Background: an optimization exercise with open tools, aiming at small area, a short achievable clock period and few clock cycles per item. Do not read the settings as production practice.
At most, simulation tests tie the RTL to the original design; equivalence was not proved.
For runs 1 and 5 to 7, only the layout was checked, not whether the RTL still works.

<file path="design/flow/config.mk">
export PLATFORM = sky130hd
export DESIGN_NAME = cc_block
export DESIGN_NICKNAME = cc_block
export VERILOG_FILES = /design/flow/design.v
export SDC_FILE = /design/flow/constraint.sdc
export NUM_CORES = 8
export LEC_CHECK = 0
export ABC_AREA = 1
export CAP_MARGIN = 20
export CORE_MARGIN = 2
export CORE_UTILIZATION = 48
export PLACE_DENSITY = 0.7
export SETUP_SLACK_MARGIN = 0.5
export SLEW_MARGIN = 20
</file>
<file path="design/flow/constraint.sdc">
create_clock -name core_clock -period 5.5 [get_ports {i_clk}]
set_input_delay 1.1000 -clock core_clock [delete_from_list [all_inputs] [get_ports {i_clk}]]
set_output_delay 1.1000 -clock core_clock [all_outputs]
set_load 0.01 [all_outputs]
</file>
<file path="design/flow/design.v">
module cc_block (
	input					i_clk, i_rstn,
	input					i_start,
	input			[255:0]	i_key,
	input			[95:0]	i_non,
	input			[31:0]	i_cnt,
	output	wire	[511:0]	o_stream,
	output	wire			o_done
);
	localparam [127:0] SIGMA = {32'h6b206574, 32'h79622d32, 32'h3320646e, 32'h61707865};
	wire	[511:0]	w_init = {i_non, i_cnt, i_key, SIGMA};
	reg		[511:0]	r_x;		 
	reg				r_busy;
	reg		[5:0]	r_step;
	reg				r_done;
	wire			w_h = r_step[0];	 
	function automatic integer perm;
		input integer r, j;
		case (r)
			0: perm = (4 - j) % 4;
			1: perm = (5 - j) % 4;
			2: perm = (6 - j) % 4;
			default: perm = (7 - j) % 4;
		endcase
	endfunction
	function automatic [31:0] add_ks;
		input [31:0] x, y;
		reg [31:0] p, g, gg, pp, gn, pn;
		integer i, k;
		begin
			p = x ^ y; g = x & y; gg = g; pp = p;
			for (k = 1; k < 32; k = k * 2) begin
				gn = gg; pn = pp;
				for (i = k; i < 32; i = i + 1) begin
					gn[i] = gg[i] | (pp[i] & gg[i-k]);
					pn[i] = pp[i] & pp[i-k];
				end
				gg = gn; pp = pn;
			end
			add_ks = p ^ {gg[30:0], 1'b0};
		end
	endfunction
	wire	[511:0]	w_nx;
	genvar gj, gr;
	generate
		for (gj = 0; gj < 4; gj = gj + 1) begin : g_col
			wire [31:0] a = r_x[32*gj +: 32];
			wire [31:0] b = r_x[32*(4+gj) +: 32];
			wire [31:0] c = r_x[32*(8+gj) +: 32];
			wire [31:0] d = r_x[32*(12+gj) +: 32];
			wire [31:0] a1 = add_ks(a, b);
			wire [31:0] t  = d ^ a1;
			wire [31:0] t16 = {t[15:0], t[31:16]};
			wire [31:0] t8  = {t[23:0], t[31:24]};
			wire [31:0] d1 = w_h ? t8 : t16;
			wire [31:0] c1 = add_ks(c, d1);
			wire [31:0] u  = b ^ c1;
			wire [31:0] u12 = {u[19:0], u[31:20]};
			wire [31:0] u7  = {u[24:0], u[31:25]};
		end
		for (gr = 0; gr < 4; gr = gr + 1) begin : g_row
			for (gj = 0; gj < 4; gj = gj + 1) begin : g_pos
				localparam integer K = (gr == 0) ? (4 - gj) % 4 : (gr == 1) ? (5 - gj) % 4 :
									   (gr == 2) ? (6 - gj) % 4 : (7 - gj) % 4;
				wire [31:0] s0, s1;
				if (gr == 0) begin : g_a
					assign s0 = g_col[gj].a1; assign s1 = g_col[K].a1;
				end else if (gr == 1) begin : g_b
					assign s0 = g_col[gj].u12; assign s1 = g_col[K].u7;
				end else if (gr == 2) begin : g_c
					assign s0 = g_col[gj].c1; assign s1 = g_col[K].c1;
				end else begin : g_d
					assign s0 = g_col[gj].t16; assign s1 = g_col[K].t8;
				end
				assign w_nx[32*(4*gr+gj) +: 32] = w_h ? s1 : s0;
			end
		end
	endgenerate
	always @(posedge i_clk) begin
		if (i_start)
			r_x <= w_init;
		else
			r_x <= w_nx;
	end
	always @(posedge i_clk, negedge i_rstn) begin
		if (!i_rstn) begin
			r_busy	<= 1'b0;
			r_step	<= 6'd0;
			r_done	<= 1'b0;
		end
		else begin
			r_done	<= r_busy && (r_step == 6'd39);
			if (i_start) begin
				r_busy	<= 1'b1;
				r_step	<= 6'd0;
			end
			else if (r_busy) begin
				r_busy	<= (r_step != 6'd39);
				r_step	<= r_step + 6'd1;
			end
		end
	end
	function automatic [31:0] add_bk;
		input [31:0] x, y;
		reg [31:0] p, g, gg, pp;
		integer i, k;
		begin
			p = x ^ y; g = x & y; gg = g; pp = p;
			for (k = 1; k < 32; k = k * 2)
				for (i = 2*k - 1; i < 32; i = i + 2*k) begin
					gg[i] = gg[i] | (pp[i] & gg[i-k]);
					pp[i] = pp[i] & pp[i-k];
				end
			for (k = 8; k >= 1; k = k / 2)
				for (i = 3*k - 1; i < 32; i = i + 2*k) begin
					gg[i] = gg[i] | (pp[i] & gg[i-k]);
					pp[i] = pp[i] & pp[i-k];
				end
			add_bk = p ^ {gg[30:0], 1'b0};
		end
	endfunction
	function automatic [31:0] add_sk;
		input [31:0] x, y;
		reg [31:0] p, g, gg, pp, gn, pn;
		integer i, k;
		begin
			p = x ^ y; g = x & y; gg = g; pp = p;
			for (k = 1; k < 32; k = k * 2) begin
				gn = gg; pn = pp;
				for (i = 0; i < 32; i = i + 1)
					if ((i / k) % 2 == 1) begin
						gn[i] = gg[i] | (pp[i] & gg[(i/k)*k - 1]);
						pn[i] = pp[i] & pp[(i/k)*k - 1];
					end
				gg = gn; pp = pn;
			end
			add_sk = p ^ {gg[30:0], 1'b0};
		end
	endfunction
	genvar gw;
	generate
		for (gw = 0; gw < 16; gw = gw + 1) begin : g_out
			assign o_stream[32*gw +: 32] = add_sk(r_x[32*gw +: 32], w_init[32*gw +: 32]);
		end
	endgenerate
	assign o_done = r_done;
endmodule
</file>
<file path="design/flow/flow/run.sh">
#!/bin/bash
# Layout flow: the standard flow (standard.sh) with the input and output
# port buffers made from the library's smallest buffer instead of the delay
# cell the placer picks by default. Every port still gets its own buffer.
set -uo pipefail
cd "$(dirname "${BASH_SOURCE[0]}")/.."
bash standard.sh 'BUFFER_PORTS_ARGS=-buffer_cell sky130_fd_sc_hd__buf_1' finish > flow_standard.log 2>&1
</file>
<file path="design/flow/standard.sh">
#!/bin/bash
# synth_recipe.tcl (not shown) runs the flow's synth.tcl, then flattens the netlist and writes it again
# the make line also repeats each setting of config.mk as NAME=value (left out here)
make -C /OpenROAD-flow-scripts/flow DESIGN_CONFIG=/design/flow/config.mk WORK_HOME=/design/flow/orfs CLKGATE_MAP_FILE= SYNTH_SCRIPT=/design/flow/synth_recipe.tcl "${@:-finish}"
</file>
==> impl_metrics.py, run 1 <==
metrics = {
    "cells_and_area": {
        "postLayoutCellArea_um2": 66950,
        "synthToLayoutAreaGrowth_pct": 22.79,
        "final_core_utilization_pct": 59.43,
        "layout.cells.non_filler": 11133,
        "layout.cells.most_common_list": "nand2_1, inv_1, buf_1",
        "final_net_count": 10644,
        "final_layout_size_suffix_gt1_share_pct": 13.45,
        "final_common_cell": "nand2_1",
    },
    "grt": {
        "grt_pass1_vias": 62319,
        "maximum_number_of_pins_on_one_net_before_global_route_repair": 171,
        "grt_antenna_before_repair": 28,
        "grt_use_total_pct": 51.54,
        "globalRoute.totalOverflow": 0,
        "first_pass_grt_wire_length_mm": 432.8,
    },
    "yosys": {
        "synth.top_cell.area_share_pct": 18.80,
        "ys_dominant_reg_cell": "dfxtp_1",
        "ys.warnings.count": 1,
        "largest_area_contributor_in_the_netlist": "dfxtp_1",
        "syn-mean-instance-area_um2": 6.567,
        "mappedNetlistArea_um2": 54520,
        "synthesis.nets": 9388,
        "synth_seq_area_share_pct": 19.17,
        "synth.lib_cells_used.distinct": 67,
        "synth-edff-count": 0,
        "post_synth_inst_count": 8303,
        "ys_async_sr_fraction_pct": 1.538,
        "synth_area_leaders": "dfxtp_1, nand2_1, ha_1",
        "synth_seq_cells": 520,
    },
    "critical_path": {
        "required_ns": 6.03,
        "r2r_end": "r_x[128]",
        "cp_data_arrival_time_ns": 5.61,
        "cpPeakStageDelay_ns": 0.42,
        "worst_setup_path_endpoint": "r_x[128]",
        "r2r_setup_slack_ns": 0.42,
        "worst_setup_path_end_kind": "flip-flop",
        "worst-r2r-cell-count": 30,
        "timing.critical_path.slowest_stage_cell": "fa_1",
        "critical_path.startpoint": "r_x[147]",
        "startpoint_type": "flip-flop",
        "critical_path.reg2reg.startpoint": "r_x[147]",
        "worstPathMaxFanout": 5,
        "criticalPathCategory": "flip-flop to flip-flop",
        "critPathMostFrequentCell": "buf_4",
    },
    "place": {
        "placement.setup.worst_slack_ns": 0.01476,
        "finalWeightedCongestion": 1.135,
        "placedInstanceArea_um2": 62370,
        "numPortBuffers": 899,
        "dp.final_hpwl_mm": 268.9,
        "placed_insts": 10955,
    },
    "timing": {
        "final_hold_viol_count": 0,
        "final-setup-viol-count": 0,
        "rsz0062_at_grt": "yes",
        "period_share_pct": 92.44,
        "timing.final.ws_setup_ns": 0.4159,
        "finalCriticalPeriod_ns": 5.084,
        "totalNegativeSetupSlack_ns": 0,
        "whs_ns": 0.3590,
        "report.final.slew_viol_count": 0,
        "max_slew.worst_pin.slew_ns": 1.142,
        "timing.fmax_ghz": 0.1967,
        "worst_slew_margin_rel_pct": 23.90,
        "clock_skew_ns": 0.02750,
    },
    "floorplan": {
        "rows": 123,
        "starting_utilization_of_the_core_area_pct": 48.40,
        "io-pin-count": 900,
        "die_width_um": 341.0,
        "die_height_um": 341.0,
        "floorplan.core_area_um2": 112700,
        "die_area_um2": 116300,
    },
    "cts": {
        "insertion_delay_ns": 0.66,
        "cts_made_buffers": 67,
        "h-tree-depth": 3,
        "cts-root-buf": "clkbuf_16",
        "numClockSinks": 520,
        "cts_tree": "built",
        "clk_pin_slew_worst_paths_ns": 0.07,
        "max_clock_buf_depth": 3,
    },
    "routing": {
        "drt_pre_antenna_iters": 10,
        "drt_iter0_drc": 9414,
        "drtAntennaViolNets": 0,
        "via_count": 68232,
        "wirelength_mm": 316.1,
        "drc": 0,
        "wl_per_cell_um": 28.39,
        "via_per_inst": 6.129,
    },
    "job": {
        "drv.max_cap_violation_count": 0,
    },
    "worst_hold_path": {
        "min_path_type": "input port to async pin",
    },
    "outcome": {
        "outcome": "no timing/DRC/antenna violations",
    },
}
-- how the worst min path moves through the flow --
stage | cells after the start | to | slack (ns)
after CTS | 1 | r_step[0] | 0.35
after floorplan | 1 | r_step[3] | 0.50
final | 1 | r_done | 0.36
after global placement | 1 | r_step[3] | 0.51
after global routing | 1 | r_done | 0.41
after detailed placement | 1 | r_step[3] | 0.53
-- sequential cells by signal, summed over array words and instances (netlist names) --
signal  cells
r_x       512
r_step      6
r_done      1
r_busy      1
-- layout make-up --
cell class / instances / area (um^2)
repair buffers: 1360 / 7048
diodes: 20 / 50.05
multi-input cells: 6593 / 41180
fillers: 10783 / 45710
inverters: 1017 / 3835
clock buffers: 85 / 1866
well taps: 1500 / 1877
flip-flops and latches: 520 / 10620
clock inverters: 38 / 473.0
-- what timing repair did --
item	4_1_cts	5_1_grt
pin swaps	8	45
hold buffers	0	0
gates cloned	0	1
gates resized for setup	88	494
buffers inserted	3	31
endpoints found under the setup margin	152	332
hold endpoints to repair	0	0
-- logic make-up after synthesis --
logic type	Yosys count	share of synthesized area (%)
buf+inv	1190	8.436
fa+ha+maj	698	16.95
simple gates	3997	31.25
xor+xnor	596	9.599
compound gates	1302	14.60
flops	520	19.17
-- synthesized netlist by cell type (56+ instances only) --
cell,number
a31oi_1,144
xnor2_1,181
nor3_1,60
fa_1,68
o21ai_0,217
nand2_1,2109
or2_2,63
dfxtp_1,512
a21oi_1,472
inv_1,1009
a21o_1,80
ha_1,630
nor2_1,738
xor2_1,414
nand3_1,791
nand3b_1,56
clkbuf_1,128
-- routing by layer --
layer | vias to the layer above | wire length, um | track usage (%)
li1 | 30072 | - | -
met1 | 31369 | 111400 | 60.87
met2 | 5303 | 127200 | 75.14
met3 | 1468 | 39960 | 14.10
met4 | 20 | 37460 | 48.78
met5 | - | 147 | 0
-- worst max-delay path, delay by kind of cell (launching register included) --
family                   cells  cell delay, ns
XOR/XNOR                     1            0.07
buffers and inverters        7            0.87
flip-flops                   1            0.41
AND/OR/NAND/NOR             14            1.80
AO/OA/AOI/OAI                5            0.77
adder cells (fa/ha/maj)      3            0.99
==> run 2, diff against run 1 <==
--- a/design/flow/design.v
+++ b/design/flow/design.v
@@ -15,13 +15,4 @@
 	reg				r_done;
 	wire			w_h = r_step[0];	 
-	function automatic integer perm;
-		input integer r, j;
-		case (r)
-			0: perm = (4 - j) % 4;
-			1: perm = (5 - j) % 4;
-			2: perm = (6 - j) % 4;
-			default: perm = (7 - j) % 4;
-		endcase
-	endfunction
 	function automatic [31:0] add_ks;
 		input [31:0] x, y;
@@ -120,26 +111,8 @@
 		end
 	endfunction
-	function automatic [31:0] add_sk;
-		input [31:0] x, y;
-		reg [31:0] p, g, gg, pp, gn, pn;
-		integer i, k;
-		begin
-			p = x ^ y; g = x & y; gg = g; pp = p;
-			for (k = 1; k < 32; k = k * 2) begin
-				gn = gg; pn = pp;
-				for (i = 0; i < 32; i = i + 1)
-					if ((i / k) % 2 == 1) begin
-						gn[i] = gg[i] | (pp[i] & gg[(i/k)*k - 1]);
-						pn[i] = pp[i] & pp[(i/k)*k - 1];
-					end
-				gg = gn; pp = pn;
-			end
-			add_sk = p ^ {gg[30:0], 1'b0};
-		end
-	endfunction
 	genvar gw;
 	generate
 		for (gw = 0; gw < 16; gw = gw + 1) begin : g_out
-			assign o_stream[32*gw +: 32] = add_sk(r_x[32*gw +: 32], w_init[32*gw +: 32]);
+			assign o_stream[32*gw +: 32] = add_bk(r_x[32*gw +: 32], w_init[32*gw +: 32]);
 		end
 	endgenerate
--- a/design/flow/config.mk
+++ b/design/flow/config.mk
@@ -13,2 +13,3 @@
 export SETUP_SLACK_MARGIN = 0.5
 export SLEW_MARGIN = 20
+export TNS_END_PERCENT = 20
==> run 2 against run 1 <==
Fmax grew 0.47%. Area after synthesis shrank 4.1%. Clock skew shrank 0.00060 ns. Die area shrank 4.0%. Worst hold slack lost 0.00064 ns. Via count shrank 11%. Sequential share of layout area grew 0.71 points. Critical path type is now input port to output port. Largest cell class unchanged.
==> impl_metrics.py, run 2 <==
metrics = {
    "yosys": {
        "synth_area_leaders": "dfxtp_1, ha_1, nand2_1",
        "synth.lib_cells_used.distinct": 63,
        "syn-mean-instance-area_um2": 7.085,
        "synthesis.nets": 8632,
        "synth.most_common_cell": "nand2_1",
        "synth_seq_cells": 520,
        "synthTopCellsByCount": "nand2_1, inv_1, nand3_1",
        "ys_dominant_reg_cell": "dfxtp_1",
        "largest_area_contributor_in_the_netlist": "dfxtp_1",
        "mappedNetlistArea_um2": 52310,
        "synth_seq_area_share_pct": 19.98,
        "post_synth_inst_count": 7383,
        "ys_async_sr_fraction_pct": 1.538,
        "ys.warnings.count": 1,
        "synth.top_cell.area_share_pct": 19.60,
        "synth-edff-count": 0,
    },
    "cts": {
        "clk_pin_slew_worst_paths_ns": 0.06,
        "numClockSinks": 520,
        "postCtsHoldBufs": 0,
        "cts-root-buf": "clkbuf_16",
        "h-tree-depth": 3,
        "insertion_delay_ns": 0.67,
        "cts_tree": "built",
        "cts_made_buffers": 66,
        "max_clock_buf_depth": 3,
    },
    "routing": {
        "via_count": 60415,
        "drtAntennaViolNets": 0,
        "drt_iter0_drc": 7588,
        "wl_per_cell_um": 27.67,
        "drt_pre_antenna_iters": 10,
        "drc": 0,
        "via_per_inst": 6.037,
        "wirelength_mm": 276.9,
    },
    "critical_path": {
        "critPathMostFrequentCell": "nand2_2",
        "worstPathMaxFanout": 2,
        "timing.critical_path.slowest_stage_cell": "fa_2",
        "criticalPathCategory": "input port to output port",
        "worst_setup_path_end_kind": "output port",
        "startpoint_type": "input port",
        "required_ns": 4.40,
        "worst-r2r-cell-count": 26,
        "cpPeakStageDelay_ns": 0.43,
        "cp_data_arrival_time_ns": 3.96,
    },
    "timing": {
        "final_hold_viol_count": 0,
        "max_slew.worst_pin.slew_ns": 0.8498,
        "worst_slew_margin_rel_pct": 43.35,
        "totalNegativeSetupSlack_ns": 0,
        "report.final.slew_viol_count": 0,
        "rsz0062_at_grt": "yes",
        "finalCriticalPeriod_ns": 5.060,
        "clock_skew_ns": 0.02691,
        "whs_ns": 0.3583,
        "final-setup-viol-count": 0,
        "period_share_pct": 92.01,
        "timing.fmax_ghz": 0.1976,
    },
    "place": {
        "numPortBuffers": 899,
        "dp.final_hpwl_mm": 236.4,
        "placedInstanceArea_um2": 58770,
        "finalWeightedCongestion": 1.097,
    },
    "grt": {
        "grt_use_total_pct": 47.37,
        "first_pass_grt_wire_length_mm": 381.4,
        "grt_pass1_vias": 55840,
        "maximum_number_of_pins_on_one_net_before_global_route_repair": 146,
        "globalRoute.totalOverflow": 0,
        "grt_antenna_before_repair": 39,
    },
    "floorplan": {
        "die_width_um": 334.1,
        "starting_utilization_of_the_core_area_pct": 48.25,
        "die_height_um": 334.1,
        "floorplan.core_area_um2": 108400,
        "die_area_um2": 111600,
        "io-pin-count": 900,
        "rows": 121,
    },
    "cells_and_area": {
        "postLayoutCellArea_um2": 63750,
        "most_flop_heavy_register": "r_x",
        "synthToLayoutAreaGrowth_pct": 21.89,
        "final_net_count": 9767,
        "final_layout_size_suffix_gt1_share_pct": 12.49,
        "final_common_cell": "nand2_1",
        "final_core_utilization_pct": 58.82,
        "fillers": 10573,
        "layout.cells.most_common_list": "nand2_1, buf_1, inv_1",
        "largestRegisters": "r_x (512), r_step (6)",
        "multiInputGateArea_um2": 40060,
        "seq_area_um2": 10570,
        "largest_register_ffs": 512,
    },
    "outcome": {
        "outcome": "no timing/DRC/antenna violations",
    },
    "worst_hold_path": {
        "min_path_type": "input port to async pin",
    },
    "job": {
        "drv.max_cap_violation_count": 0,
    },
}
## run 2: cell count changes after synthesis, sizes merged, moves of 18 or more
cell	change
inv	-239
xor2	-92
nand3	-97
o21a	-18
o21ai	-47
a31oi	-20
ha	+32
nor2	-292
o21bai	-24
nand2	-160
a21o	-24
fa	+132
a21oi	-104
## run 2: through the flow
stage          cells  setup WS (ns)
6_report       10008         0.4396
5_1_grt         9998         0.3319
4_1_cts         9913         0.3443
3_5_place_dp    9772        0.08734
3_3_place_gp    9772        0.07179
2_1_floorplan   7383         0.9043
## run 2: cells by family after synthesis
family	share of synthesized area [%]
buffers and inverters	6.875
AOI/OAI and AO/OA	13.19
adders and majority gates	23.49
xor gates and xnor gates	8.604
DFF	19.98
and+or+nand+nor	27.87
## run 2: critical path: cells and delay by family
kind | cells | cell delay (ns)
adders and majority gates | 3 | 0.91
buffers and inverters | 6 | 0.60
and+or+nand+nor | 16 | 1.30
## run 2: final timing paths
kind,to,startpoint,slack [ns]
max in group asynchronous,r_step[0],i_rstn,4.79
worst max-delay path,o_stream[350],i_key[192],0.44
worst min register to register,r_step[3],r_step[3],0.55
min in group core_clock,r_step[3],r_step[3],0.55
worst min-delay path,r_done,i_rstn,0.36
worst max register to register,r_x[181],r_x[137],0.51
## run 2: area by class of cell
class	instances	area share (%)
inverter	780	4.616
clock inverter	27	0.5260
clock buffer	90	2.956
multi-input combinational	5921	62.83
antenna	27	0.1060
timing repair buffer	1229	9.614
tap	1414	2.775
sequential	520	16.57
## run 2: routing by layer
metal	up-vias	global-route usage, %	wire [um]
met1	28454	57.68	101600
met4	26	33.29	24000
met3	913	12.84	33410
met2	3928	72.46	117700
li1	27094	-	-
met5	-	0	192
## run 2: repair_timing
action | CTS | global route
setup endpoints to repair | 168 | 334
gates resized for setup | 119 | 447
pin swaps | 27 | 80
buffers inserted | 24 | 68
Testbench counts of run 2, summed over its fixed seeds: cycles 7,872, blocks 192.
==> run 3, diff against run 2 <==
--- a/design/flow/config.mk
+++ b/design/flow/config.mk
@@ -13,3 +13,2 @@
 export SETUP_SLACK_MARGIN = 0.5
 export SLEW_MARGIN = 20
-export TNS_END_PERCENT = 20
==> run 3 against run 2 <==
Still clean on timing, DRC and antenna. Worst hold slack better by 0.0067 ns. Count of clock-buffer cells in the layout is the same. Via count up 0.54%. Register-to-register slack improved by 0.08 ns. Wire length is 0.23% higher. Non-clock buffer count grew 15. Final area rose by 0.63%. Flip-flop and latch count unchanged. Synthesized cell count unchanged. Critical path type unchanged. Critical endpoint unchanged.
==> impl_metrics.py, run 3 <==
metrics = {
    "cts": {
        "cts_tree": "built",
        "cts_made_buffers": 66,
        "numClockSinks": 520,
        "cts-root-buf": "clkbuf_16",
        "h-tree-depth": 3,
        "clk_pin_slew_worst_paths_ns": 0.06,
        "insertion_delay_ns": 0.66,
        "max_clock_buf_depth": 3,
    },
    "grt": {
        "grt_antenna_before_repair": 34,
        "global_route.usage.met1_pct": 58.17,
        "maximum_number_of_pins_on_one_net_before_global_route_repair": 146,
        "grt_busiest_layer": "met2",
        "grt_use_total_pct": 47.45,
        "grt.met3_usage_pct": 12.07,
        "grt_pass1_vias": 56049,
        "first_pass_grt_wire_length_mm": 382.1,
        "globalRoute.totalOverflow": 0,
        "groute.layer.met2.usage_pct": 72.69,
    },
    "yosys": {
        "synth_seq_cells": 520,
        "ys.warnings.count": 1,
        "mappedNetlistArea_um2": 52310,
        "synth-compound-area-share_pct": 13.19,
        "ys_dominant_reg_cell": "dfxtp_1",
        "syn-mean-instance-area_um2": 7.085,
        "post_synth_and_or_nand_nor_area_fraction_pct": 27.87,
        "synth.lib_cells_used.distinct": 63,
        "synthAdderAreaFrac_pct": 23.49,
        "synth-xor-area-share_pct": 8.604,
        "synth.top_cell.area_share_pct": 19.60,
        "synth_top_family_by_area": "simple AND/OR/NAND/NOR gates",
        "synth.most_common_cell": "nand2_1",
        "post_synth_inst_count": 7383,
        "synthTopCellsByCount": "nand2_1, inv_1, nand3_1",
        "synth-edff-count": 0,
        "synth_seq_area_share_pct": 19.98,
        "synthesis.nets": 8632,
        "largest_area_contributor_in_the_netlist": "dfxtp_1",
        "portion_of_netlist_area_occupied_by_mux_cells_pct": 0,
        "ys_async_sr_fraction_pct": 1.538,
        "synth_area_leaders": "dfxtp_1, ha_1, nand2_1",
    },
    "timing": {
        "timing.fmax_ghz": 0.1993,
        "rsz0062_at_grt": "yes",
        "totalNegativeSetupSlack_ns": 0,
        "max_slew.worst_pin.slew_ns": 0.8487,
        "finalCriticalPeriod_ns": 5.017,
        "clock_skew_ns": 0.02585,
        "period_share_pct": 91.23,
        "final-setup-viol-count": 0,
        "final_hold_viol_count": 0,
        "timing.final.ws_setup_ns": 0.4826,
        "worst_slew_margin_rel_pct": 43.42,
        "report.final.slew_viol_count": 0,
    },
    "cells_and_area": {
        "final_layout_size_suffix_gt1_share_pct": 13.42,
        "most_flop_heavy_register": "r_x",
        "multiInputGateArea_um2": 40320,
        "final_common_cell": "nand2_1",
        "postLayoutCellArea_um2": 64160,
        "largestRegisters": "r_x (512), r_step (6)",
        "fillers": 10515,
        "seq_area_um2": 10570,
        "final_net_count": 9782,
        "largest_register_ffs": 512,
        "synthToLayoutAreaGrowth_pct": 22.66,
        "layout.cells.most_common_list": "nand2_1, buf_1, inv_1",
    },
    "critical_path": {
        "worst_setup_path_end_kind": "output port",
        "critPathMostFrequentCell": "nand2_2",
        "startpoint_type": "input port",
        "cpPeakStageDelay_ns": 0.43,
        "required_ns": 4.40,
        "timing.critical_path.slowest_stage_cell": "fa_2",
        "worstPathMaxFanout": 2,
        "cp_data_arrival_time_ns": 3.92,
        "criticalPathCategory": "input port to output port",
    },
    "place": {
        "placement.setup.worst_slack_ns": 0.08734,
        "dp.final_hpwl_mm": 236.4,
        "finalWeightedCongestion": 1.097,
        "numPortBuffers": 899,
        "placedInstanceArea_um2": 58770,
    },
    "routing": {
        "via_count": 60741,
        "drtAntennaViolNets": 0,
        "drt_pre_antenna_iters": 9,
        "via_per_inst": 6.061,
        "wl_per_cell_um": 27.69,
        "wirelength_mm": 277.5,
        "drc": 0,
        "drt_iter0_drc": 7576,
    },
    "floorplan": {
        "rows": 121,
        "io-pin-count": 900,
        "die_area_um2": 111600,
        "die_width_um": 334.1,
        "floorplan.core_area_um2": 108400,
        "die_height_um": 334.1,
        "starting_utilization_of_the_core_area_pct": 48.25,
    },
    "outcome": {
        "outcome": "no timing/DRC/antenna violations",
    },
    "worst_hold_path": {
        "min_path_type": "input port to async pin",
    },
    "job": {
        "drv.max_cap_violation_count": 0,
    },
}
-- run 3: cell types whose count changed in the layout (fill, tap and decap cells not counted), sizes merged --
cell,change
buf,+12
clkbuf,+3
diode,-1
-- run 3: final timing paths --
| kind | to | cells after the start | slack, ns | from |
|---|---|---|---|---|
| min reg2reg | r_step[3] | 1 | 0.55 | r_step[3] |
| max in group asynchronous | r_step[0] | 1 | 4.79 | i_rstn |
| min in group core_clock | r_step[3] | 1 | 0.55 | r_step[3] |
| min | r_done | 1 | 0.37 | i_rstn |
| max | o_stream[350] | 25 | 0.48 | i_key[192] |
| max reg2reg | r_x[181] | 24 | 0.59 | r_x[142] |
-- run 3: layer usage --
| layer | wire length (um) | part of all wire, % |
|---|---|---|
| met5 | 121 | 0.044 |
| met3 | 32490 | 12 |
| met2 | 118000 | 43 |
| met4 | 24240 | 8.7 |
| met1 | 102700 | 37 |
-- run 3: timing repair --
action,CTS,global route
setup endpoints to repair,168,306
hold buffers,0,0
pin swaps,35,102
buffers inserted,33,74
resized for setup,164,491
gates cloned,0,0
-- run 3: kinds of logic (layout without fill, tap and decap cells) --
logic type | count (synthesis) | after routing
buf+inv | 942 | 2141
xor+xnor | 509 | 509
other cells | 0 | 26
fa+ha+maj | 862 | 862
flops | 520 | 520
simple gates | 3439 | 3439
compound gates | 1111 | 1111
-- run 3: cell type report --
cell class              count  share of cell area (%)
diodes                     26                  0.1014
inverters                 780                   4.587
clock buffers              90                   2.937
clock inverters            27                  0.5227
repair buffers           1244                   9.780
multi-input cells        5921                   62.84
well taps                1414                   2.758
flip-flops and latches    520                   16.47
-- run 3: critical path: cells and delay by family --
kind,cells,cell delay [ns]
adders and majority gates,3,0.91
buffers and inverters,6,0.60
and+or+nand+nor,16,1.29
-- run 3: through the flow --
step                      util, %  instances  hold slack, ns
after floorplan                 -       7383          0.4958
after global placement      54.22       9772          0.5186
after detailed placement    54.22       9772          0.5319
after CTS                   56.95       9922          0.3569
after global routing        59.17      10013          0.3935
final                       59.19      10022          0.3651
==> run 4, diff against run 3 <==
--- a/design/flow/config.mk
+++ b/design/flow/config.mk
@@ -11,4 +11,5 @@
 export CORE_UTILIZATION = 48
 export PLACE_DENSITY = 0.7
-export SETUP_SLACK_MARGIN = 0.5
+export SETUP_SLACK_MARGIN = 0.7
 export SLEW_MARGIN = 20
+export TNS_END_PERCENT = 10
==> run 4 against run 3 <==
Core utilization increased by 1.6 points. Highest routed layer unchanged. Critical endpoint is now o_stream[342]. Final cell count increased by 0.42%. Final area increased by 2.7%. Non-clock buffer count increased by 39. Critical path depth decreased by 1. Flip-flop and latch count unchanged. Largest cell class unchanged.
==> impl_metrics.py, run 4 <==
metrics = {
    "outcome": {
        "outcome": "no timing/DRC/antenna violations",
    },
    "place": {
        "finalWeightedCongestion": 1.097,
        "placed_insts": 9772,
        "numPortBuffers": 899,
        "dp.final_hpwl_mm": 236.4,
        "placedInstanceArea_um2": 58770,
    },
    "critical_path": {
        "cpPeakStageDelay_ns": 0.44,
        "critical_path.cell_chain": "buf_1 > buf_6 > ha_4 > inv_4 > fa_2 > inv_2 > nand3_2 > nand2_2 > buf_12 > nand3_4 > nand2_4 > nand3_2 > nand2_2 > nand4_1 > nand2_2 > nand2_2 > nand3_4 > buf_6 > nand2_4 > nand2_4 > nand3_2 > nand2_2 > fa_2 > buf_6",
        "critical_path.reg2reg.startpoint": "r_x[245]",
        "required_ns": 4.40,
        "critical_path.startpoint": "i_key[192]",
        "critPathMostFrequentCell": "nand2_2",
        "worst-r2r-cell-count": 25,
        "timing.critical_path.slowest_stage_cell": "fa_2",
        "worst_setup_path_end_kind": "output port",
        "worstPathMaxFanout": 3,
        "criticalPathCategory": "input port to output port",
        "startpoint_type": "input port",
        "cp_data_arrival_time_ns": 3.91,
    },
    "grt": {
        "grt_pass1_vias": 56477,
        "globalRoute.totalOverflow": 0,
        "maximum_number_of_pins_on_one_net_before_global_route_repair": 146,
        "grt_use_total_pct": 47.66,
        "first_pass_grt_wire_length_mm": 384.1,
        "grt_antenna_before_repair": 42,
    },
    "cells_and_area": {
        "final_net_count": 9821,
        "layout.cells.most_common_list": "nand2_1, buf_1, inv_1",
        "largestRegisters": "r_x (512), r_step (6)",
        "final_common_cell": "nand2_1",
        "fillers": 10297,
        "final_layout_size_suffix_gt1_share_pct": 16.52,
        "most_flop_heavy_register": "r_x",
        "postLayoutCellArea_um2": 65880,
        "layout.cells.non_filler": 10064,
        "synthToLayoutAreaGrowth_pct": 25.94,
        "largest_register_ffs": 512,
    },
    "cts": {
        "max_clock_buf_depth": 3,
        "cts-root-buf": "clkbuf_16",
        "clk_pin_slew_worst_paths_ns": 0.06,
        "cts_tree": "built",
        "numClockSinks": 520,
        "cts_made_buffers": 66,
        "insertion_delay_ns": 0.67,
        "postCtsHoldBufs": 0,
        "h-tree-depth": 3,
    },
    "routing": {
        "drc": 0,
        "via_count": 61215,
        "drtAntennaViolNets": 0,
        "wl_per_cell_um": 27.85,
        "drt_pre_antenna_iters": 7,
        "wirelength_mm": 280.3,
        "drt_iter0_drc": 7426,
        "via_per_inst": 6.083,
    },
    "timing": {
        "max_slew.worst_pin.slew_ns": 0.8690,
        "totalNegativeSetupSlack_ns": 0,
        "worst_slew_margin_rel_pct": 42.07,
        "final_hold_viol_count": 0,
        "timing.fmax_ghz": 0.1997,
        "rsz0062_at_grt": "yes",
        "clock_skew_ns": 0.03151,
        "final-setup-viol-count": 0,
        "period_share_pct": 91.06,
        "finalCriticalPeriod_ns": 5.008,
        "report.final.slew_viol_count": 0,
    },
    "worst_hold_path": {
        "min_path_type": "input port to async pin",
    },
    "yosys": {
        "ys_async_sr_fraction_pct": 1.538,
        "synth_seq_cells": 520,
        "synth_area_leaders": "dfxtp_1, ha_1, nand2_1",
        "mappedNetlistArea_um2": 52310,
        "synth.most_common_cell": "nand2_1",
        "synth.lib_cells_used.distinct": 63,
        "ys.warnings.count": 1,
        "ys_dominant_reg_cell": "dfxtp_1",
        "synth.top_cell.area_share_pct": 19.60,
        "largest_area_contributor_in_the_netlist": "dfxtp_1",
        "synthTopCellsByCount": "nand2_1, inv_1, nand3_1",
        "synthesis.nets": 8632,
        "syn-mean-instance-area_um2": 7.085,
        "post_synth_inst_count": 7383,
        "synth-edff-count": 0,
        "synth_seq_area_share_pct": 19.98,
    },
    "floorplan": {
        "io-pin-count": 900,
        "rows": 121,
        "die_area_um2": 111600,
        "starting_utilization_of_the_core_area_pct": 48.25,
        "floorplan.core_area_um2": 108400,
        "die_height_um": 334.1,
        "die_width_um": 334.1,
    },
    "job": {
        "drv.max_cap_violation_count": 0,
    },
}
==> run 4: cell type report <==
class	instances	area, um^2	area share [%]
inverter	780	2943	4.467
tap	1414	1769	2.686
sequential	520	10630	16.13
clock buffer	90	1884	2.860
multi-input combinational	5921	41670	63.25
clock inverter	27	335.3	0.5090
timing repair buffer	1283	6579	9.987
antenna	29	72.57	0.1102
==> run 4: critical path, delay by kind of cell <==
family / cells / cell delay, ns
and+or+nand+nor: 14 / 1.13
buffers and inverters: 7 / 0.73
adders and majority gates: 3 / 0.92
==> run 4: worst paths after layout <==
| path | endpoint | slack (ns) |
|---|---|---|
| hold / removal | r_done | 0.36 |
| min in group core_clock | r_step[3] | 0.55 |
| setup reg to reg | r_x[219] | 0.66 |
| hold reg to reg | r_step[3] | 0.55 |
| max in group asynchronous | r_step[0] | 4.79 |
| setup / recovery | o_stream[342] | 0.49 |
==> run 4: through the flow <==
stage	setup slack [ns]	hold slack, ns	util [%]
final	0.4920	0.3639	60.77
after global routing	0.3321	0.3935	60.75
after CTS	0.4665	0.3569	57.63
after detailed placement	0.08734	0.5319	54.22
after global placement	0.07179	0.5186	54.22
after floorplan	0.9043	0.4958	-
==> run 4: logic make-up (layout without fill, tap and decap cells) <==
kind of cell	count (synthesis)	in the layout	share of synthesized area (%)
simple gates	3439	3439	27.87
compound gates	1111	1111	13.19
buf+inv	942	2180	6.875
fa+ha+maj	862	862	23.49
flops	520	520	19.98
xor+xnor	509	509	8.604
other cells	0	29	0
==> run 4: timing repair <==
item	in CTS	in global routing
setup endpoints to repair	314	391
gates resized for setup	271	684
pin swaps	73	124
setup buffers	84	62
==> run 4: per-layer routing <==
layer,vias to the layer above,global-route usage (%),wire length (um)
met3,995,12.47,33470
met2,3955,73.02,119400
met5,-,0,194
met1,29019,57.93,102300
met4,28,34.24,24900
li1,27218,-,-
==> run 5, diff against run 4 <==
--- a/design/flow/design.v
+++ b/design/flow/design.v
@@ -32,6 +32,25 @@
 		end
 	endfunction
+	function automatic [31:0] add_bk;
+		input [31:0] x, y;
+		reg [31:0] p, g, gg, pp;
+		integer i, k;
+		begin
+			p = x ^ y; g = x & y; gg = g; pp = p;
+			for (k = 1; k < 32; k = k * 2)
+				for (i = 2*k - 1; i < 32; i = i + 2*k) begin
+					gg[i] = gg[i] | (pp[i] & gg[i-k]);
+					pp[i] = pp[i] & pp[i-k];
+				end
+			for (k = 8; k >= 1; k = k / 2)
+				for (i = 3*k - 1; i < 32; i = i + 2*k) begin
+					gg[i] = gg[i] | (pp[i] & gg[i-k]);
+					pp[i] = pp[i] & pp[i-k];
+				end
+			add_bk = p ^ {gg[30:0], 1'b0};
+		end
+	endfunction
 	wire	[511:0]	w_nx;
-	genvar gj, gr;
+	genvar gj;
 	generate
 		for (gj = 0; gj < 4; gj = gj + 1) begin : g_col
@@ -50,20 +69,13 @@
 			wire [31:0] u7  = {u[24:0], u[31:25]};
 		end
-		for (gr = 0; gr < 4; gr = gr + 1) begin : g_row
-			for (gj = 0; gj < 4; gj = gj + 1) begin : g_pos
-				localparam integer K = (gr == 0) ? (4 - gj) % 4 : (gr == 1) ? (5 - gj) % 4 :
-									   (gr == 2) ? (6 - gj) % 4 : (7 - gj) % 4;
-				wire [31:0] s0, s1;
-				if (gr == 0) begin : g_a
-					assign s0 = g_col[gj].a1; assign s1 = g_col[K].a1;
-				end else if (gr == 1) begin : g_b
-					assign s0 = g_col[gj].u12; assign s1 = g_col[K].u7;
-				end else if (gr == 2) begin : g_c
-					assign s0 = g_col[gj].c1; assign s1 = g_col[K].c1;
-				end else begin : g_d
-					assign s0 = g_col[gj].t16; assign s1 = g_col[K].t8;
-				end
-				assign w_nx[32*(4*gr+gj) +: 32] = w_h ? s1 : s0;
-			end
+		for (gj = 0; gj < 4; gj = gj + 1) begin : g_pos
+			localparam integer S  = (gj == 0) ? 2 : (gj == 1) ? 0 : (gj == 2) ? 3 : 1;
+			localparam integer TB = (gj == 0) ? 1 : (gj == 1) ? 2 : (gj == 2) ? 0 : 3;
+			localparam integer TC = (gj == 0) ? 3 : (gj == 1) ? 1 : (gj == 2) ? 2 : 0;
+			localparam integer TD = (gj == 0) ? 0 : (gj == 1) ? 3 : (gj == 2) ? 1 : 2;
+			assign w_nx[32*gj +: 32]      = g_col[S].a1;
+			assign w_nx[32*(4+gj) +: 32]  = w_h ? g_col[TB].u7 : g_col[S].u12;
+			assign w_nx[32*(8+gj) +: 32]  = w_h ? g_col[TC].c1 : g_col[S].c1;
+			assign w_nx[32*(12+gj) +: 32] = w_h ? g_col[TD].t8 : g_col[S].t16;
 		end
 	endgenerate
@@ -92,27 +104,7 @@
 		end
 	end
-	function automatic [31:0] add_bk;
-		input [31:0] x, y;
-		reg [31:0] p, g, gg, pp;
-		integer i, k;
-		begin
-			p = x ^ y; g = x & y; gg = g; pp = p;
-			for (k = 1; k < 32; k = k * 2)
-				for (i = 2*k - 1; i < 32; i = i + 2*k) begin
-					gg[i] = gg[i] | (pp[i] & gg[i-k]);
-					pp[i] = pp[i] & pp[i-k];
-				end
-			for (k = 8; k >= 1; k = k / 2)
-				for (i = 3*k - 1; i < 32; i = i + 2*k) begin
-					gg[i] = gg[i] | (pp[i] & gg[i-k]);
-					pp[i] = pp[i] & pp[i-k];
-				end
-			add_bk = p ^ {gg[30:0], 1'b0};
-		end
-	endfunction
-	genvar gw;
 	generate
-		for (gw = 0; gw < 16; gw = gw + 1) begin : g_out
-			assign o_stream[32*gw +: 32] = add_bk(r_x[32*gw +: 32], w_init[32*gw +: 32]);
+		for (gj = 0; gj < 16; gj = gj + 1) begin : g_out
+			assign o_stream[32*gj +: 32] = add_bk(r_x[32*gj +: 32], w_init[32*gj +: 32]);
 		end
 	endgenerate
--- a/design/flow/config.mk
+++ b/design/flow/config.mk
@@ -10,6 +10,3 @@
 export CORE_MARGIN = 2
 export CORE_UTILIZATION = 48
-export PLACE_DENSITY = 0.7
-export SETUP_SLACK_MARGIN = 0.7
 export SLEW_MARGIN = 20
-export TNS_END_PERCENT = 10
==> run 5 against run 4 <==
Flip-flop and latch count is the same. Highest routed layer unchanged. Final area grew 2.7%. Non-clock buffer count grew 467. Fmax shrank 10%. Synthesized cell count grew 2.6%. Critical path depth grew 1. The layout now fails its checks (setup timing). Sequential share of layout area shrank 0.63 points. Area after synthesis grew 2.0%. Die area grew 1.9%. First-iteration DRC count grew 46%. Critical endpoint is now r_x[195]. Register-to-register slack lost 0.74 ns.
==> impl_metrics.py, run 5 <==
metrics = {
    "cells_and_area": {
        "largest_register_ffs": 512,
        "largestRegisters": "r_x (512), r_step (6)",
        "final_net_count": 10481,
        "most_flop_heavy_register": "r_x",
        "final_common_cell": "nand2_1",
        "final_core_utilization_pct": 61.19,
        "layout.cells.most_common_list": "nand2_1, buf_1, inv_1",
        "final_layout_size_suffix_gt1_share_pct": 13.79,
        "fillers": 10031,
        "layout.cells.non_filler": 10817,
        "multiInputGateArea_um2": 39380,
        "seq_area_um2": 10480,
        "synthToLayoutAreaGrowth_pct": 26.79,
    },
    "place": {
        "finalWeightedCongestion": 1.189,
        "numPortBuffers": 899,
        "placed_insts": 10646,
        "dp.final_hpwl_mm": 302.7,
    },
    "cts": {
        "insertion_delay_ns": 0.69,
        "cts-root-buf": "clkbuf_16",
        "cts_made_buffers": 67,
        "h-tree-depth": 3,
        "numClockSinks": 520,
        "cts_tree": "built",
        "max_clock_buf_depth": 3,
        "clk_pin_slew_worst_paths_ns": 0.06,
    },
    "floorplan": {
        "floorplan.core_area_um2": 110500,
        "die_area_um2": 113800,
        "io-pin-count": 900,
        "starting_utilization_of_the_core_area_pct": 48.26,
        "die_width_um": 337.3,
        "die_height_um": 337.3,
        "rows": 122,
    },
    "timing": {
        "max_slew.worst_pin.slew_ns": 1.104,
        "period_share_pct": 101.5,
        "final-setup-viol-count": 4,
        "whs_ns": 0.3289,
        "totalNegativeSetupSlack_ns": -0.1516,
        "timing.final.ws_setup_ns": -0.08226,
        "clock_skew_ns": 0.04011,
        "final_hold_viol_count": 0,
        "report.final.slew_viol_count": 0,
        "timing.fmax_ghz": 0.1791,
        "worst_slew_margin_rel_pct": 26.14,
        "finalCriticalPeriod_ns": 5.582,
    },
    "routing": {
        "via_count": 67825,
        "drc": 0,
        "drt_iter0_drc": 10832,
        "drtAntennaViolNets": 0,
        "via_per_inst": 6.270,
        "wirelength_mm": 349.5,
        "drt_pre_antenna_iters": 9,
        "wl_per_cell_um": 32.31,
    },
    "yosys": {
        "largest_area_contributor_in_the_netlist": "dfxtp_1",
        "synth.top_cell.area_share_pct": 19.22,
        "ys_dominant_reg_cell": "dfxtp_1",
        "synthTopCellsByCount": "nand2_1, inv_1, nand3_1",
        "mappedNetlistArea_um2": 53340,
        "synth_seq_area_share_pct": 19.59,
        "synth-edff-count": 0,
        "synth.most_common_cell": "nand2_1",
        "post_synth_inst_count": 7575,
        "ys_async_sr_fraction_pct": 1.538,
        "ys.warnings.count": 1,
        "synthesis.nets": 8824,
        "synth.lib_cells_used.distinct": 62,
        "synth_area_leaders": "dfxtp_1, ha_1, nand2_1",
        "syn-mean-instance-area_um2": 7.041,
        "synth_seq_cells": 520,
    },
    "critical_path": {
        "required_ns": 6.03,
        "critical_path.reg2reg.startpoint": "r_x[238]",
        "worstPathMaxFanout": 4,
        "criticalPathCategory": "flip-flop to flip-flop",
        "cp_data_arrival_time_ns": 6.11,
        "worst_setup_path_end_kind": "flip-flop",
        "critical_path.startpoint": "r_x[238]",
        "startpoint_type": "flip-flop",
    },
    "grt": {
        "first_pass_grt_wire_length_mm": 459.3,
        "maximum_number_of_pins_on_one_net_before_global_route_repair": 154,
        "grt_use_total_pct": 58.69,
        "grt_pass1_vias": 61829,
        "grt_antenna_before_repair": 78,
        "globalRoute.totalOverflow": 0,
    },
    "worst_hold_path": {
        "min_path_type": "input port to async pin",
    },
    "outcome": {
        "checkFailReasons": "setup timing",
        "outcome": "failed layout checks",
    },
    "job": {
        "drv.max_cap_violation_count": 0,
    },
}
## run 5: changes by cell type after synthesis, sizes merged, moves of 23 or more
| cell | change |
|---|---|
| a31oi | -37 |
| inv | +65 |
| nand2 | +82 |
| nand3 | +56 |
| nor2 | +23 |
| o211ai | +27 |
| o22ai | -45 |
| or2 | +24 |
## run 5: logic make-up after synthesis
family	count (synthesis)	synth area share [%]
xor gates and xnor gates	506	8.377
buffers and inverters	1006	7.174
DFF	520	19.59
and+or+nand+nor	3615	29.02
adders and majority gates	862	23.04
AOI/OAI and AO/OA	1066	12.80
## run 5: area by class of cell
class / count / share of cell area, %
tap: 1488 / 2.753
multi-input combinational: 6049 / 58.23
antenna: 47 / 0.1739
clock inverter: 27 / 0.4736
inverter: 844 / 4.698
timing repair buffer: 1750 / 15.30
sequential: 520 / 15.50
clock buffer: 92 / 2.875
## run 5: final timing paths
kind                             end  slack, ns  cells past startpoint
max in group asynchronous  r_step[0]       4.84                      1
min reg2reg                r_step[3]       0.54                      1
max                         r_x[195]      -0.08                     25
max reg2reg                 r_x[195]      -0.08                     25
min                           r_busy       0.33                      1
min in group core_clock    r_step[3]       0.54                      1
## run 5: metrics by stage
step / worst slack [ns] / instance area, um^2
global placement: 0.07269 / 64870
finish: -0.08226 / 67630
floorplan: 1.014 / 53340
detailed placement: -0.009455 / 64870
CTS: 0.004607 / 67140
global route: -0.04548 / 67540
## run 5: worst max-delay path, stage by stage (launching register included)
cell and delay [ns]:
dfxtp_1 0.52, ha_1 0.40, nand2_1 0.19, inv_1 0.06, a21oi_1 0.21, nand2_1 0.13
nand2_1 0.13, nand3_2 0.13, a31o_2 0.25, xnor2_1 0.34, nand2_1 0.13, nand3_1 0.29
nand2_1 0.38, ha_1 0.32, a21oi_1 0.17, nand2_1 0.14, nand2_1 0.09, nand3_1 0.13
nand4_1 0.16, nand3_1 0.22, nor2_1 0.15, nor2_1 0.07, buf_4 0.14, or2_2 0.28
nand3_1 0.28, nand3_1 0.13
## run 5: metal layers
metal / vias to the layer above / global-route usage, % / share of wire [%]
met5: - / 0 / 0.10
met4: 54 / 59.02 / 13
met3: 1793 / 25.32 / 15
met2: 5961 / 81.29 / 38
met1: 31398 / 65.77 / 34
li1: 28619 / - / -
## run 5: repair_timing
| item | in CTS | in global routing |
|---|---|---|
| hold buffers | 0 | 0 |
| gates resized for setup | 1 | 101 |
| endpoints found under the setup margin | 1 | 173 |
| pin swaps | 0 | 5 |
| buffers inserted | 0 | 5 |
==> run 6, diff against run 5 <==
--- a/design/flow/design.v
+++ b/design/flow/design.v
@@ -27,4 +27,5 @@
 					pn[i] = pp[i] & pp[i-k];
 				end
+				if (k == 1) gn[1] = g[1] | (p[1] & x[0] & y[0]);
 				gg = gn; pp = pn;
 			end
==> run 6 against run 5 <==
The layout fails its checks (capacitance limit, slew limit, setup timing). Count of clock-buffer cells in the layout increased by 2. Worst hold slack improved by 0.090 ns. Wire length increased by 5.0%. First-iteration DRC count increased by 10%. Die area decreased by 2.8%. Flip-flop and latch count unchanged. Global-route usage increased by 3.9 points. Critical endpoint is now r_x[229]. Largest cell class unchanged. Highest routed layer unchanged.
==> impl_metrics.py, run 6 <==
metrics = {
    "outcome": {
        "outcome": "failed layout checks",
        "checkFailReasons": "capacitance limit, slew limit, setup timing",
    },
    "floorplan": {
        "die_height_um": 332.6,
        "io-pin-count": 900,
        "die_width_um": 332.6,
        "rows": 120,
        "floorplan.core_area_um2": 107100,
        "starting_utilization_of_the_core_area_pct": 48.40,
        "die_area_um2": 110600,
    },
    "routing": {
        "drt_iter0_drc": 11940,
        "via_per_inst": 6.474,
        "routed-wl-met2_mm": 136.5,
        "drc": 0,
        "drtAntennaViolNets": 0,
        "highest-signal-layer": "met5",
        "drt_pre_antenna_iters": 15,
        "detail_route.wirelength.met1_mm": 117.5,
        "via_count": 70193,
        "wl_per_cell_um": 33.85,
        "detailroute.wirelength.met3_mm": 60.51,
        "wirelength_mm": 367.0,
    },
    "cts": {
        "clk_pin_slew_worst_paths_ns": 0.06,
        "insertion_delay_ns": 0.69,
        "numClockSinks": 520,
        "cts_made_buffers": 66,
        "h-tree-depth": 3,
        "cts-root-buf": "clkbuf_16",
        "cts_tree": "built",
        "max_clock_buf_depth": 3,
        "postCtsHoldBufs": 0,
    },
    "timing": {
        "finalCriticalPeriod_ns": 5.972,
        "timing.fmax_ghz": 0.1675,
        "final-setup-viol-count": 77,
        "whs_ns": 0.4192,
        "rsz0062_at_grt": "yes",
        "final_hold_viol_count": 0,
        "report.final.slew_viol_count": 6,
        "timing.final.ws_setup_ns": -0.4719,
        "clock_skew_ns": 0.03200,
        "worst_slew_margin_rel_pct": -38.75,
        "totalNegativeSetupSlack_ns": -13.77,
        "period_share_pct": 108.6,
        "max_slew.worst_pin.slew_ns": 2.066,
    },
    "grt": {
        "grt_antenna_before_repair": 60,
        "first_pass_grt_wire_length_mm": 483.7,
        "globalRoute.totalOverflow": 0,
        "grt_pass1_vias": 64427,
        "maximum_number_of_pins_on_one_net_before_global_route_repair": 169,
        "grt_use_total_pct": 62.63,
    },
    "yosys": {
        "ys.warnings.count": 1,
        "synth.most_common_cell": "nand2_1",
        "synthTopCellsByCount": "nand2_1, ha_1, inv_1",
        "synth.lib_cells_used.distinct": 74,
        "ys_async_sr_fraction_pct": 1.538,
        "synth.top_cell.area_share_pct": 19.78,
        "syn-mean-instance-area_um2": 7.387,
        "synth_seq_cells": 520,
        "largest_area_contributor_in_the_netlist": "dfxtp_1",
        "synthesis.nets": 8253,
        "synth-edff-count": 0,
        "synth_seq_area_share_pct": 20.17,
        "mappedNetlistArea_um2": 51810,
        "ys_dominant_reg_cell": "dfxtp_1",
        "post_synth_inst_count": 7014,
        "synth_area_leaders": "dfxtp_1, ha_1, nand2_1",
    },
    "cells_and_area": {
        "synthToLayoutAreaGrowth_pct": 41.33,
        "final_core_utilization_pct": 68.40,
        "final_net_count": 10572,
        "largest_register_ffs": 512,
        "layout.cells.most_common_list": "nand2_1, buf_4, buf_1",
        "most_flop_heavy_register": "r_x",
        "postLayoutCellArea_um2": 73230,
        "largestRegisters": "r_x (512), r_step (6)",
        "final_common_cell": "nand2_1",
        "final_layout_size_suffix_gt1_share_pct": 26.53,
    },
    "critical_path": {
        "criticalPathCategory": "flip-flop to flip-flop",
        "required_ns": 6.05,
        "worst_setup_path_end_kind": "flip-flop",
        "worstPathMaxFanout": 5,
        "cp_data_arrival_time_ns": 6.52,
        "startpoint_type": "flip-flop",
    },
    "place": {
        "placedInstanceArea_um2": 67840,
        "numPortBuffers": 899,
        "finalWeightedCongestion": 1.225,
        "dp.final_hpwl_mm": 301.7,
    },
    "worst_hold_path": {
        "min_path_type": "input port to async pin",
    },
    "job": {
        "drv.max_cap_violation_count": 2,
    },
}
run 6: changes by cell type in the layout (fill, tap and decap cells not counted), moves of 36 or more:
| cell | delta |
|---|---|
| buf_1 | -37 |
| nand3_2 | +40 |
| nor3_1 | -36 |
| nand2_2 | +177 |
| nand2_4 | +36 |
| nand3_1 | -233 |
| nor2_1 | -41 |
| a21oi_1 | -70 |
| nand2_1 | -428 |
| inv_1 | -217 |
| buf_4 | +648 |
run 6: repair_timing:
item	4_1_cts	5_1_grt
resized for setup	140	476
buffers inserted	22	62
setup endpoints to repair	172	283
gates cloned	0	0
pin swaps	30	128
run 6: worst max-delay path, cell delays in order, from the launching register on:
cell and delay, ns:
dfxtp_2 0.58, ha_4 0.29, nand2_1 0.07, inv_1 0.05
nand2_2 0.06, nand2_2 0.06, buf_4 0.14, xor2_1 1.29
xor2_1 0.35, nand2_1 0.26, nand2_1 0.23, ha_1 0.45
nand2_1 0.16, nor2_1 0.08, inv_1 0.08, o21ai_0 0.17
a221oi_1 0.61, nand2_2 0.13, nand2_2 0.31, nand3_2 0.13
nand3_1 0.23, nand2_1 0.08
run 6: final timing paths:
check,start,endpoint,slack (ns),cells after the start
worst max register to register,r_x[98],r_x[229],-0.47,21
worst min register to register,r_step[3],r_step[3],0.61,1
worst max-delay path,r_x[98],r_x[229],-0.47,21
max in group asynchronous,i_rstn,r_step[0],4.61,1
worst min-delay path,i_rstn,r_busy,0.42,1
min in group core_clock,r_step[3],r_step[3],0.61,1
run 6: cell families after synthesis:
family | after synthesis | share of synthesized area [%]
xor+xnor | 588 | 10.27
fa+ha+maj | 852 | 23.36
buf+inv | 807 | 5.981
compound gates | 1131 | 13.88
simple gates | 3116 | 26.35
flops | 520 | 20.17
run 6: cell type report:
class	count	area, um^2
Clock buffer	94	1959
Fill cell	8846	33820
Timing Repair Buffer	2416	15620
Multi-Input combinational cell	5687	40450
Clock inverter	24	322.8
Sequential cell	520	10550
Tap cell	1403	1755
Antenna cell	56	140.1
Inverter	642	2437
run 6: stage by stage:
stage | setup WS [ns] | cells
2_1_floorplan | 0.6887 | 7014
3_3_place_gp | -0.7737 | 10587
3_5_place_dp | -0.6835 | 10587
4_1_cts | -0.07215 | 10725
5_1_grt | -0.5323 | 10802
6_report | -0.4719 | 10842
run 6: routing by layer:
metal / track usage (%) / vias up
met3: 31.42 / 2555
met1: 67.65 / 32343
met4: 65.58 / 56
met5: 2.128 / -
met2: 85.14 / 6970
li1: - / 28269
==> run 7, diff against run 6 <==
==> design/flow/design.v (replaced) <==
module cc_block (
	input					i_clk, i_rstn,
	input					i_start,
	input			[255:0]	i_key,
	input			[95:0]	i_non,
	input			[31:0]	i_cnt,
	output	wire	[511:0]	o_stream,
	output	wire			o_done
);
	localparam [127:0] SIGMA = {32'h6b206574, 32'h79622d32, 32'h3320646e, 32'h61707865};
	wire	[511:0]	w_init = {i_non, i_cnt, i_key, SIGMA};
	reg		[511:0]	r_x;		 
	reg				r_busy;		 
	reg		[5:0]	r_step;		 
	reg				r_fin;		 
	reg				r_done;
	wire			w_h = r_step[0];
	wire	[511:0]	w_nx;
	genvar gj, gr;
	generate
		for (gj = 0; gj < 4; gj = gj + 1) begin : g_col
			wire [31:0] a = r_x[32*gj +: 32];
			wire [31:0] b = r_x[32*(4+gj) +: 32];
			wire [31:0] c = r_x[32*(8+gj) +: 32];
			wire [31:0] d = r_x[32*(12+gj) +: 32];
			wire [31:0] a1 = a + b;
			wire [31:0] t  = d ^ a1;
			wire [31:0] t16 = {t[15:0], t[31:16]};
			wire [31:0] t8  = {t[23:0], t[31:24]};
			wire [31:0] y2 = r_fin ? w_init[32*(8+gj) +: 32] : (w_h ? t8 : t16);
			wire [31:0] c1 = c + y2;
			wire [31:0] u  = b ^ c1;
			wire [31:0] u12 = {u[19:0], u[31:20]};
			wire [31:0] u7  = {u[24:0], u[31:25]};
		end
		for (gr = 0; gr < 4; gr = gr + 1) begin : g_row
			for (gj = 0; gj < 4; gj = gj + 1) begin : g_pos
				localparam integer K = (4 + gr - gj) % 4;
				localparam integer W = 4 * gr + gj;
				wire [31:0] s0, s1, nx;
				if (gr == 0) begin : g_a
					assign s0 = g_col[gj].a1;  assign s1 = g_col[K].a1;
				end else if (gr == 1) begin : g_b
					assign s0 = g_col[gj].u12; assign s1 = g_col[K].u7;
				end else if (gr == 2) begin : g_c
					assign s0 = g_col[gj].c1;  assign s1 = g_col[K].c1;
				end else begin : g_d
					assign s0 = g_col[gj].t16; assign s1 = g_col[K].t8;
				end
				if (gr == 2) begin : g_wc
					assign nx = w_h ? s1 : s0;
				end else begin : g_wo
					wire [31:0] sum = r_x[32*W +: 32] + w_init[32*W +: 32];
					assign nx = r_fin ? sum : (w_h ? s1 : s0);
				end
				assign w_nx[32*W +: 32] = nx;
			end
		end
	endgenerate
	always @(posedge i_clk) begin
		if (i_start)
			r_x <= w_init;
		else
			r_x <= w_nx;
	end
	always @(posedge i_clk, negedge i_rstn) begin
		if (!i_rstn) begin
			r_busy	<= 1'b0;
			r_step	<= 6'd0;
			r_fin	<= 1'b0;
			r_done	<= 1'b0;
		end
		else begin
			r_fin	<= r_busy && (r_step == 6'd39);
			r_done	<= r_fin;
			if (i_start) begin
				r_busy	<= 1'b1;
				r_step	<= 6'd0;
			end
			else begin
				if (r_step == 6'd39)
					r_busy	<= 1'b0;
				r_step	<= r_step + 6'd1;
			end
		end
	end
	assign o_stream = r_x;
	assign o_done = r_done;
endmodule
==> design/flow/flow/run.sh (replaced) <==
#!/bin/bash
# Layout flow: the standard flow (standard.sh), with synthesis mapping
# adders to plain logic for ABC instead of the library's half/full adder cells.
set -uo pipefail
cd "$(dirname "${BASH_SOURCE[0]}")/.."
bash standard.sh ADDER_MAP_FILE= finish > flow_standard.log 2>&1
--- a/design/flow/config.mk
+++ b/design/flow/config.mk
@@ -9,4 +9,5 @@
 export CAP_MARGIN = 20
 export CORE_MARGIN = 2
-export CORE_UTILIZATION = 48
+export CORE_UTILIZATION = 40
+export SETUP_SLACK_MARGIN = 1.5
 export SLEW_MARGIN = 20
==> run 7 against run 6 <==
Wire length rose by 36%. The run now finishes clean. Register-to-register slack better by 1.3 ns. First-iteration DRC count rose by 32%. Setup slack better by 1.3 ns. Final area is 41% higher.
==> impl_metrics.py, run 7 <==
metrics = {
    "outcome": {
        "outcome": "no timing/DRC/antenna violations",
    },
    "floorplan": {
        "floorplan.core_area_um2": 160000,
        "starting_utilization_of_the_core_area_pct": 40.15,
        "die_area_um2": 163900,
        "die_width_um": 404.8,
        "die_height_um": 404.8,
        "io-pin-count": 900,
        "rows": 147,
    },
    "grt": {
        "globalRoute.totalOverflow": 0,
        "grt_use_total_pct": 56.29,
        "first_pass_grt_wire_length_mm": 651.5,
        "grt_antenna_before_repair": 77,
        "maximum_number_of_pins_on_one_net_before_global_route_repair": 148,
        "grt_pass1_vias": 89885,
    },
    "critical_path": {
        "criticalPathCategory": "flip-flop to flip-flop",
        "worst_setup_path_end_kind": "flip-flop",
        "cp_data_arrival_time_ns": 5.29,
        "timing.critical_path.slowest_stage_cell": "dfxtp_2",
        "critPathMostFrequentCell": "nand2_2",
        "worstPathMaxFanout": 3,
        "startpoint_type": "flip-flop",
        "critical_path.startpoint": "r_x[213]",
        "critical_path.reg2reg.startpoint": "r_x[213]",
        "cpPeakStageDelay_ns": 0.35,
        "required_ns": 6.14,
    },
    "place": {
        "placed_insts": 15771,
        "dp.final_hpwl_mm": 397.1,
        "finalWeightedCongestion": 1.259,
        "numPortBuffers": 899,
    },
    "yosys": {
        "ys.warnings.count": 1,
        "synth-edff-count": 0,
        "mappedNetlistArea_um2": 64250,
        "synth_area_leaders": "nand2_1, dfxtp_1, nand3_1",
        "synth.lib_cells_used.distinct": 72,
        "synth.top_cell.area_share_pct": 22.06,
        "synth_seq_area_share_pct": 16.30,
        "post_synth_inst_count": 12131,
        "synthTopCellsByCount": "nand2_1, inv_1, nor2_1",
        "largest_area_contributor_in_the_netlist": "nand2_1",
        "synth.most_common_cell": "nand2_1",
        "ys_async_sr_fraction_pct": 1.727,
        "syn-mean-instance-area_um2": 5.297,
        "ys_dominant_reg_cell": "dfxtp_1",
        "synth_seq_cells": 521,
        "synthesis.nets": 12518,
    },
    "cells_and_area": {
        "largestRegisters": "r_x (508), r_step (6)",
        "fillers": 14133,
        "largest_register_ffs": 508,
        "most_flop_heavy_register": "r_x",
        "layout.cells.most_common_list": "nand2_1, inv_1, nor2_1",
        "synthToLayoutAreaGrowth_pct": 60.93,
        "layout.cells.non_filler": 16457,
        "final_net_count": 14644,
        "seq_area_um2": 10910,
        "final_common_cell": "nand2_1",
        "final_layout_size_suffix_gt1_share_pct": 34.39,
        "multiInputGateArea_um2": 58620,
    },
    "cts": {
        "numClockSinks": 521,
        "cts-root-buf": "clkbuf_16",
        "h-tree-depth": 3,
        "cts_tree": "built",
        "insertion_delay_ns": 0.71,
        "clk_pin_slew_worst_paths_ns": 0.06,
        "cts_made_buffers": 76,
        "max_clock_buf_depth": 3,
    },
    "routing": {
        "drc": 0,
        "drtAntennaViolNets": 0,
        "drt_iter0_drc": 15730,
        "wirelength_mm": 499.8,
        "via_count": 100994,
        "drt_pre_antenna_iters": 17,
        "wl_per_cell_um": 30.37,
        "via_per_inst": 6.137,
    },
    "timing": {
        "whs_ns": 0.5157,
        "timing.fmax_ghz": 0.2152,
        "totalNegativeSetupSlack_ns": 0,
        "report.final.slew_viol_count": 0,
        "period_share_pct": 84.50,
        "final-setup-viol-count": 0,
        "finalCriticalPeriod_ns": 4.648,
        "max_slew.worst_pin.slew_ns": 1.335,
        "final_hold_viol_count": 0,
        "rsz0062_at_grt": "yes",
        "worst_slew_margin_rel_pct": 10.62,
        "clock_skew_ns": 0.03122,
    },
    "job": {
        "drv.max_cap_violation_count": 0,
    },
    "worst_hold_path": {
        "timing.hold.worst.start": "r_busy",
        "min_path_type": "flip-flop to flip-flop",
    },
}
## run 7: cell types whose count changed after synthesis, moves of 115 or more
cell / before / now
xor2_1: 384 / 164
inv_2: 8 / 242
xnor2_1: 186 / 43
fa_1: 192 / 0
nor2_1: 442 / 1505
a31oi_1: 110 / 225
nand3_1: 557 / 1242
a21oi_1: 371 / 797
nand2_2: 115 / 295
nand2_1: 1711 / 3777
ha_1: 660 / 0
o21ai_0: 187 / 382
nor2_2: 5 / 182
inv_1: 633 / 1557
## run 7: worst paths after layout
| kind | endpoint | cells after the start | slack, ns |
|---|---|---|---|
| setup reg to reg | r_x[248] | 35 | 0.85 |
| hold / removal | r_fin | 2 | 0.52 |
| max in group asynchronous | r_fin | 1 | 4.17 |
| setup / recovery | r_x[248] | 35 | 0.85 |
| min in group asynchronous | r_done | 1 | 0.82 |
| hold reg to reg | r_fin | 2 | 0.52 |
## run 7: cell families after synthesis
group	synth area share, %
AND/OR/NAND/NOR	51.29
buffers and inverters	12.73
AO/OA/AOI/OAI	16.22
flip-flops	16.30
XOR/XNOR	3.454
## run 7: layout make-up
class,instances,share of cell area [%]
antenna,58,0.1404
clock buffer,104,2.088
clock inverter,30,0.3497
inverter,1805,6.687
multi-input combinational,9519,56.69
sequential,521,10.55
tap,2086,2.524
timing repair buffer,2334,20.97
## run 7: what timing repair did
item	4_1_cts	5_1_grt
hold buffers	0	0
endpoints found under the setup margin	243	242
pin swaps	370	734
resized for setup	1757	2013
buffers inserted	273	221
cloned	0	0
## run 7: stage by stage
| step | instance area, um^2 | util [%] | setup WS (ns) |
|---|---|---|---|
| 4_1_cts | 93570 | 58.48 | 1.302 |
| 6_report | 103400 | 64.62 | 0.8525 |
| 5_1_grt | 103300 | 64.56 | 0.8994 |
| 3_5_place_dp | 82180 | 51.36 | 0.1492 |
| 2_1_floorplan | 64250 | - | 1.956 |
| 3_3_place_gp | 82180 | 51.36 | 0.1700 |
## run 7: worst max-delay path: cells and delay by family (launching register included)
kind	cells	cell delay, ns
buf+inv	8	1.05
flops	1	0.35
compound gates	1	0.08
simple gates	26	3.05
## run 7: layer usage
metal	wire length (um)	part of all wire [%]	GRT usage, %	up-vias
li1	-	-	-	43186
met1	161900	32	61.33	46371
met2	190200	38	77.99	8407
met3	81190	16	26.36	2974
met4	65930	13	57.35	56
met5	565	0.11	0.2081	-

-- static timing again, ports no longer ideal --
The results above use ideal ports. As a check the final layouts listed here were re-extracted and re-timed, cells and wires unchanged. Step 1, drivers: a clkbuf_16 drives i_clk and a buf_2 each remaining input, both assumed. Step 2 also shifts input and output timing later by t, the mid clock arrival at the registers, as if the neighbouring blocks saw the same clock. a / b / c = no drivers / after step 1 / after step 2; a / b = the first two.
run | t (ns) | setup WS [ns] | worst data-port slew with drivers (ns) | pins driven straight from the clock port
run 1 | 0.739 | 0.416 / 0.416 / 0.416 | 0.16 | 1
run 2 | 0.738 | 0.440 / 0.323 / 0.323 | 0.20 | 1
run 3 | 0.734 | 0.483 / 0.374 / 0.374 | 0.21 | 1
run 4 | 0.734 | 0.492 / 0.408 / 0.408 | 0.19 | 1
run 5 | 0.756 | -0.082 / -0.082 / -0.082 | 0.22 | 1
run 6 | 0.762 | -0.472 / -0.495 / -0.495 | 0.31 | 1
run 7 | 0.791 | 0.852 / 0.852 / 0.466 | 0.33 | 1
The setup slack of run 7, which loses most, moves by 0.000 ns with the drivers and by -0.386 ns with both steps.
